Source: an optimization exercise on an open RTL-to-GDS flow (aim: small area). Production flows keep margins and buffers that such runs may drop. RTL that was checked went through simulation tests only; none was proved equivalent to the original. The clock port is modelled as an ideal driver; clocking choices that lean on that would not hold on a real chip. No activity file was given, so power comes from the tool's default toggle rates.

Design top, start of the top module:
module top(
    input        clk,
    input        rst_n,
    input  [3:0] key_col,
    output [3:0] key_row,
    output [5:0] seg_sel,
    output [7:0] segment
);
    wire [3:0] key_out;
    wire       key_vld;
    wire [2:0] dsel;
    wire [4:0] dchar;
    key_scan u_key_scan(.clk(clk), .rst_n(rst_n), .key_col(key_col),
                        .key_row(key_row), .key_out(key_out), .key_vld(key_vld));
    control u_ctrl(.clk(clk), .rst_n(rst_n), .key_num(key_out), .key_vld(key_vld),
                   .dsel(dsel), .dchar(dchar));
    seg_display u_segment(.clk(clk), .rst_n(rst_n), .dchar(dchar), .dsel(dsel),
                          .segment(segment), .seg_sel(seg_sel));
endmodule
==> flow/config.mk <==
export PLATFORM = sky130hd
export DESIGN_NAME = top
export DESIGN_NICKNAME = top
export VERILOG_FILES = /design/flow/design.v
export SDC_FILE = /design/flow/constraint.sdc
export NUM_CORES = 4
export LEC_CHECK = 0
export ABC_AREA = 1
export CAP_MARGIN = 20
export CORE_MARGIN = 2
export CORE_UTILIZATION = 40
export CTS_BUF_LIST = sky130_fd_sc_hd__clkbuf_8
export CTS_CLUSTER_DIAMETER = 100
export CTS_CLUSTER_SIZE = 30
export SLEW_MARGIN = 20
==> flow/constraint.sdc <==
create_clock -name core_clock -period 10.0 [get_ports {clk}]
set_input_delay 2.0000 -clock core_clock [delete_from_list [all_inputs] [get_ports {clk}]]
set_output_delay 2.0000 -clock core_clock [all_outputs]
set_load 0.01 [all_outputs]
run.sh (not shown) runs the stock make flow with config.mk's settings and CLKGATE_MAP_FILE= SYNTH_SCRIPT=/design/flow/synth_recipe.tcl, a recipe that flattens the netlist after the stock synthesis.
The starting point went through all stages and came out clean.
Change:
==> flow/flow/run.sh (new file) <==
#!/bin/bash
# Own layout flow: the standard flow (standard.sh, unchanged synthesis,
# floorplan, power grid and tap cells) with two knobs that ORFS reads from
# its environment: the port buffers are the smallest buffer, and clock tree
# synthesis uses small clock buffers and no dummy loads.
set -euo pipefail
bash standard.sh \
  "BUFFER_PORTS_ARGS=-buffer_cell sky130_fd_sc_hd__buf_1" \
  "CTS_ARGS=-sink_clustering_enable -repair_clock_nets -dont_use_dummy_load -buf_list sky130_fd_sc_hd__clkbuf_4" \
  "POST_FLOORPLAN_TCL=$PWD/flow/downsize.tcl" \
  "POST_CTS_TCL=$PWD/flow/clkfix.tcl" \
  finish > standard_make.log 2>&1
==> flow/flow/clkfix.tcl (new file) <==
# After CTS: a clock buffer that drives many flip-flops is made stronger, so
# that every flip-flop clock pin stays well inside the slew limit.
set count 0
foreach inst [get_cells clkbuf_*] {
  set master [get_property [get_lib_cells -of_objects $inst] name]
  if {$master ne "sky130_fd_sc_hd__clkbuf_4"} { continue }
  set net [get_nets -of_objects [get_pins [get_full_name $inst]/X]]
  set loads [llength [get_pins -of_objects $net -filter "direction==input"]]
  if {$loads >= 12} {
    replace_cell [get_full_name $inst] sky130_fd_sc_hd__clkbuf_8
    incr count
  }
}
puts "clkfix: upsized $count clock buffers"
if {$count > 0} {
  detailed_placement
  check_placement -verbose
}
==> flow/flow/downsize.tcl (new file) <==
# After floorplan: put every combinational cell that synthesis sized up back to
# its smallest drive strength (the design has several ns of slack); later
# repair steps size up again wherever slew, capacitance or timing need it.
set count 0
foreach inst [get_cells *] {
  set master [get_property [get_lib_cells -of_objects $inst] name]
  if {![regexp {^(sky130_fd_sc_hd__)([a-z0-9]+)_([0-9]+)$} $master -> pfx base drive]} { continue }
  if {[string match "df*" $base] || [string match "edf*" $base] || [string match "sdf*" $base]} { continue }
  if {[string match "*tap*" $base] || [string match "*fill*" $base] || [string match "*decap*" $base] || [string match "conb" $base]} { continue }
  foreach d {0 1} {
    if {$d >= $drive} { break }
    set cand "${pfx}${base}_${d}"
    if {[llength [get_lib_cells -quiet */$cand]] > 0 || [llength [get_lib_cells -quiet $cand]] > 0} {
      replace_cell [get_full_name $inst] $cand
      incr count
      break
    }
  }
}
puts "downsize: replaced $count cells"
==> flow/standard.sh (new file) <==
#!/bin/bash
# synth_recipe.tcl (not shown) runs the flow's synth.tcl, then flattens the netlist and writes it again
# the make line also repeats each setting of config.mk as NAME=value (left out here)
make -C /OpenROAD-flow-scripts/flow DESIGN_CONFIG=/design/flow/config.mk WORK_HOME=/design/flow/orfs CLKGATE_MAP_FILE= SYNTH_SCRIPT=/design/flow/synth_recipe.tcl "${@:-finish}"
- CTS_BUF_LIST: sky130_fd_sc_hd__clkbuf_8 -> default
- CTS_CLUSTER_DIAMETER: 100 -> default
- CTS_CLUSTER_SIZE: 30 -> default
removed: flow/run.sh
The changed run produced a clean layout.
Sequential power barely changes.
Via count falls by 1.5%.
Global-route usage is lower by 0.59 points.
Design area shrinks by 6.3%.
Register-to-register slack got worse by 30 ps.
Routed wire length shrinks by 4.0%.
First-iteration DRC count decreases by 15%.
No functional check of the RTL was part of any run of this note.

## exp/xenon
top, a different RTL version from the one above (not shown whole).
For scale: about 0.0043 sq mm of cells after synthesis.
==> flow/config.mk <==
export PLATFORM = sky130hd
export DESIGN_NAME = top
export DESIGN_NICKNAME = top
export VERILOG_FILES = /design/flow/design.v
export SDC_FILE = /design/flow/constraint.sdc
export NUM_CORES = 4
export LEC_CHECK = 0
export ABC_AREA = 0
export CAP_MARGIN = 20
export CORE_MARGIN = 2
export CORE_UTILIZATION = 40
export SLEW_MARGIN = 20
==> flow/constraint.sdc <==
create_clock -name core_clock -period 10.0 [get_ports {clk}]
set_input_delay 2.0000 -clock core_clock [delete_from_list [all_inputs] [get_ports {clk}]]
set_output_delay 2.0000 -clock core_clock [all_outputs]
set_load 0.01 [all_outputs]
standard.sh (not shown) runs the stock make flow with config.mk's settings and CLKGATE_MAP_FILE= SYNTH_SCRIPT=/design/flow/synth_recipe.tcl, a recipe that flattens the netlist after the stock synthesis.
==> flow/flow/run.sh <==
#!/bin/bash
# Own layout flow: the standard flow (standard.sh, unchanged synthesis,
# floorplan, power grid and tap cells) with two knobs that ORFS reads from
# its environment: the port buffers are the smallest buffer, and clock tree
# synthesis uses small clock buffers and no dummy loads.
set -euo pipefail
bash standard.sh \
  "BUFFER_PORTS_ARGS=-buffer_cell sky130_fd_sc_hd__buf_1" \
  "CTS_ARGS=-sink_clustering_enable -repair_clock_nets -dont_use_dummy_load -buf_list sky130_fd_sc_hd__clkbuf_4" \
  "POST_FLOORPLAN_TCL=$PWD/flow/downsize.tcl" \
  "POST_CTS_TCL=$PWD/flow/clkfix.tcl" \
  finish > standard_make.log 2>&1
==> flow/flow/clkfix.tcl <==
# After CTS: a clock buffer that drives many flip-flops is made stronger, so
# that every flip-flop clock pin stays well inside the slew limit.
set count 0
foreach inst [get_cells clkbuf_*] {
  set master [get_property [get_lib_cells -of_objects $inst] name]
  if {$master ne "sky130_fd_sc_hd__clkbuf_4"} { continue }
  set net [get_nets -of_objects [get_pins [get_full_name $inst]/X]]
  set loads [llength [get_pins -of_objects $net -filter "direction==input"]]
  if {$loads >= 11} {
    replace_cell [get_full_name $inst] sky130_fd_sc_hd__clkbuf_8
    incr count
  }
}
puts "clkfix: upsized $count clock buffers"
if {$count > 0} {
  detailed_placement
  check_placement -verbose
}
==> flow/flow/downsize.tcl <==
# After floorplan: put every combinational cell that synthesis sized up back to
# its smallest drive strength (the design has several ns of slack); later
# repair steps size up again wherever slew, capacitance or timing need it.
set count 0
foreach inst [get_cells *] {
  set master [get_property [get_lib_cells -of_objects $inst] name]
  if {![regexp {^(sky130_fd_sc_hd__)([a-z0-9]+)_([0-9]+)$} $master -> pfx base drive]} { continue }
  if {[string match "df*" $base] || [string match "edf*" $base] || [string match "sdf*" $base]} { continue }
  if {[string match "*tap*" $base] || [string match "*fill*" $base] || [string match "*decap*" $base] || [string match "conb" $base]} { continue }
  foreach d {0 1} {
    if {$d >= $drive} { break }
    set cand "${pfx}${base}_${d}"
    if {[llength [get_lib_cells -quiet */$cand]] > 0 || [llength [get_lib_cells -quiet $cand]] > 0} {
      replace_cell [get_full_name $inst] $cand
      incr count
      break
    }
  }
}
puts "downsize: replaced $count cells"
exp/xenon: flow completed, timing, DRC and antenna clean
--- input diff exp/xenon..exp/quartz ---
- a change of CAP_MARGIN from 20 to 0
- a change of CORE_UTILIZATION from 40 to 60
- a change of SLEW_MARGIN from 20 to 0
--- a/flow/flow/run.sh
+++ b/flow/flow/run.sh
@@ -2,4 +2,11 @@
-# Own layout flow: the standard flow (standard.sh, unchanged synthesis,
-# floorplan, power grid and tap cells) with two knobs that ORFS reads from
-# its environment: the port buffers are the smallest buffer, and clock tree
-# synthesis uses small clock buffers and no dummy loads.
+# Own layout flow: the standard flow (standard.sh: the unchanged standard
+# synthesis, floorplan, power grid, tap cells, placement, CTS, routing) with
+# settings ORFS reads from its environment:
+#  - every port gets the smallest buffer (buf_1) instead of the default one;
+#  - after floorplan, combinational cells that synthesis sized up go back to
+#    their smallest drive (flow/downsize.tcl); later repair steps size up
+#    again where slew, capacitance or timing need it;
+#  - clock tree synthesis with clkbuf_4 and no dummy loads, and clock
+#    buffers that drive 11 or more flip-flops made clkbuf_8 (flow/clkfix.tcl).
+# The make output (all tools) goes to standard_make.log here; ORFS also keeps
+# each step's log under orfs/logs.
--- a/flow/flow/clkfix.tcl
+++ b/flow/flow/clkfix.tcl
@@ -1 +1 @@
-# After CTS: a clock buffer that drives many flip-flops is made stronger, so
+# After CTS: a clock buffer that drives 11 or more flip-flops is made stronger, so
### Flow results
Per the comparison of exp/quartz with exp/xenon, fraction of standard cell area in multi-input logic increased 0.43 points; routed wire length decreased 2.2%; clock network area share essentially unchanged.
Changes in exp/harbor relative to exp/quartz:
- changing CORE_UTILIZATION from 60 to 40
- changing SLEW_MARGIN from 0 to 20
- changing CAP_MARGIN from 0 to 20
- changing ABC_AREA from 0 to 1
==> flow/flow/run.sh <==
#!/bin/bash
# Own layout flow: the standard flow (standard.sh, unchanged synthesis,
# floorplan, power grid and tap cells) with two knobs that ORFS reads from
# its environment: the port buffers are the smallest buffer, and clock tree
# synthesis uses small clock buffers and no dummy loads.
set -euo pipefail
bash standard.sh \
  "BUFFER_PORTS_ARGS=-buffer_cell sky130_fd_sc_hd__buf_1" \
  "CTS_ARGS=-sink_clustering_enable -repair_clock_nets -dont_use_dummy_load -buf_list sky130_fd_sc_hd__clkbuf_4" \
  "POST_FLOORPLAN_TCL=$PWD/flow/downsize.tcl" \
  "POST_CTS_TCL=$PWD/flow/clkfix.tcl" \
  finish > standard_make.log 2>&1
--- a/flow/flow/clkfix.tcl
+++ b/flow/flow/clkfix.tcl
@@ -1 +1 @@
-# After CTS: a clock buffer that drives 11 or more flip-flops is made stronger, so
+# After CTS: a clock buffer that drives many flip-flops is made stronger, so
Notes after the runs:
exp/harbor did not stop at any stage, and its layout met the timing, DRC and antenna checks.
exp/harbor vs. exp/quartz: synthesized area higher; instance count of the mapped netlist went up 80; share of synthesized cell area in full adder, half adder and majority cells has decreased; average instance area after synthesis now sits lower; final cell count has increased.
Worst voltage drop across the vdd grid came out higher on exp/harbor than on exp/quartz.
What exp/quartz reported for global-route wire length before repair has to be multiplied by 1.13 to get the figure for exp/harbor.
Between exp/harbor and exp/quartz, it is exp/harbor whose clock-cell share of area is lower, by 0.18 points.
Looking at most frequent standard cell in the layout excluding fill and tap cells, the sky130_fd_sc_hd__nand2_1 result is from exp/harbor; the sky130_fd_sc_hd__dfrtp_1 one comes from exp/quartz.
The inputs of exp/violet differ from those of exp/harbor as listed below.
- an added GPL_TIMING_DRIVEN of 0
- a change of ABC_AREA from 1 to 0
--- a/flow/flow/run.sh
+++ b/flow/flow/run.sh
@@ -2,4 +2,11 @@
-# Own layout flow: the standard flow (standard.sh, unchanged synthesis,
-# floorplan, power grid and tap cells) with two knobs that ORFS reads from
-# its environment: the port buffers are the smallest buffer, and clock tree
-# synthesis uses small clock buffers and no dummy loads.
+# Own layout flow: the standard flow (standard.sh: the unchanged standard
+# synthesis, floorplan, power grid, tap cells, placement, CTS, routing) with
+# settings ORFS reads from its environment:
+#  - every port gets the smallest buffer (buf_1) instead of the default one;
+#  - after floorplan, combinational cells that synthesis sized up go back to
+#    their smallest drive (flow/downsize.tcl); later repair steps size up
+#    again where slew, capacitance or timing need it;
+#  - clock tree synthesis with clkbuf_4 and no dummy loads, and clock
+#    buffers that drive 11 or more flip-flops made clkbuf_8 (flow/clkfix.tcl).
+# The make output (all tools) goes to standard_make.log here; ORFS also keeps
+# each step's log under orfs/logs.
--- a/flow/flow/clkfix.tcl
+++ b/flow/flow/clkfix.tcl
@@ -1 +1 @@
-# After CTS: a clock buffer that drives many flip-flops is made stronger, so
+# After CTS: a clock buffer that drives 11 or more flip-flops is made stronger, so
Notes after the runs:
The final layout from exp/violet, which completed every stage, passed the timing, DRC and antenna checks at the end of the flow. Row cell area: exp/violet higher / exp/harbor lower. The starting density of the core of exp/violet falls short of that of exp/harbor by 0.35 points. The sequential power was comparable across exp/violet and exp/harbor. The routed length on met3 of exp/violet falls short of that of exp/harbor by 32%. exp/violet: maximum fanout encountered on the critical timing path is 1 higher than what exp/harbor reported. Between exp/harbor and exp/violet, global-route met3 utilization decreased. The run showing the greater worst hold slack is exp/harbor. [compare] base=exp/harbor new=exp/violet: clock network fraction of total power shows no meaningful change; number of logic stages on the critical path including buffering shows a reduction of 13.
Input changes introduced in exp/onyx (baseline for comparison: exp/violet):
- CAP_MARGIN now 0, was 20
- GPL_TIMING_DRIVEN no longer set, was 0
- SLEW_MARGIN now 0, was 20
Results
exp/onyx | stages: all done | timing, DRC, antenna: all pass. Sequential share of layout area for exp/onyx: 0.80 points up relative to exp/violet. On largest clock skew in the final design, exp/onyx and exp/violet are neck and neck. exp/violet -> exp/onyx: switching power increased slightly. Re hold slack: exp/violet was higher than exp/onyx. For post-synthesis instance total, exp/onyx and exp/violet come out practically identical. Looking at area growth from synthesis to final layout, exp/onyx sits 1.6 points below exp/violet. On wire length of the first global-routing pass, exp/onyx and exp/violet are neck and neck. Of exp/onyx and exp/violet, the run reporting the higher final RePlAce weighted congestion was exp/onyx. The combined global-route utilization of all metal layers on exp/violet is in line with that on exp/onyx. Of the two values seen for type of the worst setup path, reg2out was produced by exp/violet and reg2reg by exp/onyx.
Input changes introduced in exp/ember (baseline for comparison: exp/onyx):
- changing SLEW_MARGIN from 0 to 20
- changing CAP_MARGIN from 0 to 20
### Flow results
Per the comparison of exp/ember with exp/onyx, multiplexer share of the synthesized area flat; first-pass GRT wire length stayed essentially flat; number of distinct library cells after synthesis flat; global-route usage level. As far as average vias per placed instance goes, exp/ember and exp/onyx are indistinguishable; the numbers are identical. From exp/ember to exp/onyx, hold slack did not move at all. As far as area occupied by multi-input gates goes, exp/ember and exp/onyx are indistinguishable; the numbers are identical. Reported for exp/ember and exp/onyx, switching power of the nets turned out identical to the last digit.

re-timing with driven ports:
How much do the figures lean on ideal ports? The routed layouts below were timed once more, with nothing changed but the port constraints. Step 1: set_driving_cell puts a clkbuf_16 on clk and a buf_2 on each other input, an assumption about the parent block. Step 2, shift: input delay + t, output delay - t, t = (earliest + latest rising clock arrival at the registers) / 2. This alone moves slack from input paths to output paths. Three values: ideal ports, drivers, drivers and shift; two values: the first two.
run	shift t [ns]	setup slack, ns	worst hold slack (ns)	latest minus earliest clock arrival (ns)	worst register clock-pin slew, ns
the first run of note 1	0.386	5.956 / 5.925 / 6.243	0.360 / 0.360 / 0.360	0.012 / 0.012	0.09 / 0.09
the second run of note 1	0.444	6.190 / 6.161 / 6.211	0.360 / 0.360 / 0.360	0.040 / 0.040	0.12 / 0.12
exp/xenon	0.459	6.210 / 6.204 / 6.210	0.332 / 0.332 / 0.332	0.038 / 0.039	0.11 / 0.11
exp/quartz	0.446	6.177 / 6.177 / 6.177	0.358 / 0.358 / 0.358	0.034 / 0.034	0.10 / 0.10
exp/harbor	0.454	6.215 / 6.215 / 6.215	0.359 / 0.359 / 0.359	0.032 / 0.032	0.11 / 0.11
exp/violet	0.435	5.818 / 5.792 / 6.227	0.346 / 0.346 / 0.346	0.032 / 0.032	0.11 / 0.11
exp/onyx	0.459	6.210 / 6.204 / 6.210	0.332 / 0.332 / 0.332	0.038 / 0.039	0.11 / 0.11
exp/ember	0.459	6.210 / 6.204 / 6.210	0.332 / 0.332 / 0.332	0.038 / 0.039	0.11 / 0.11
After both steps every run listed still meets setup and hold.
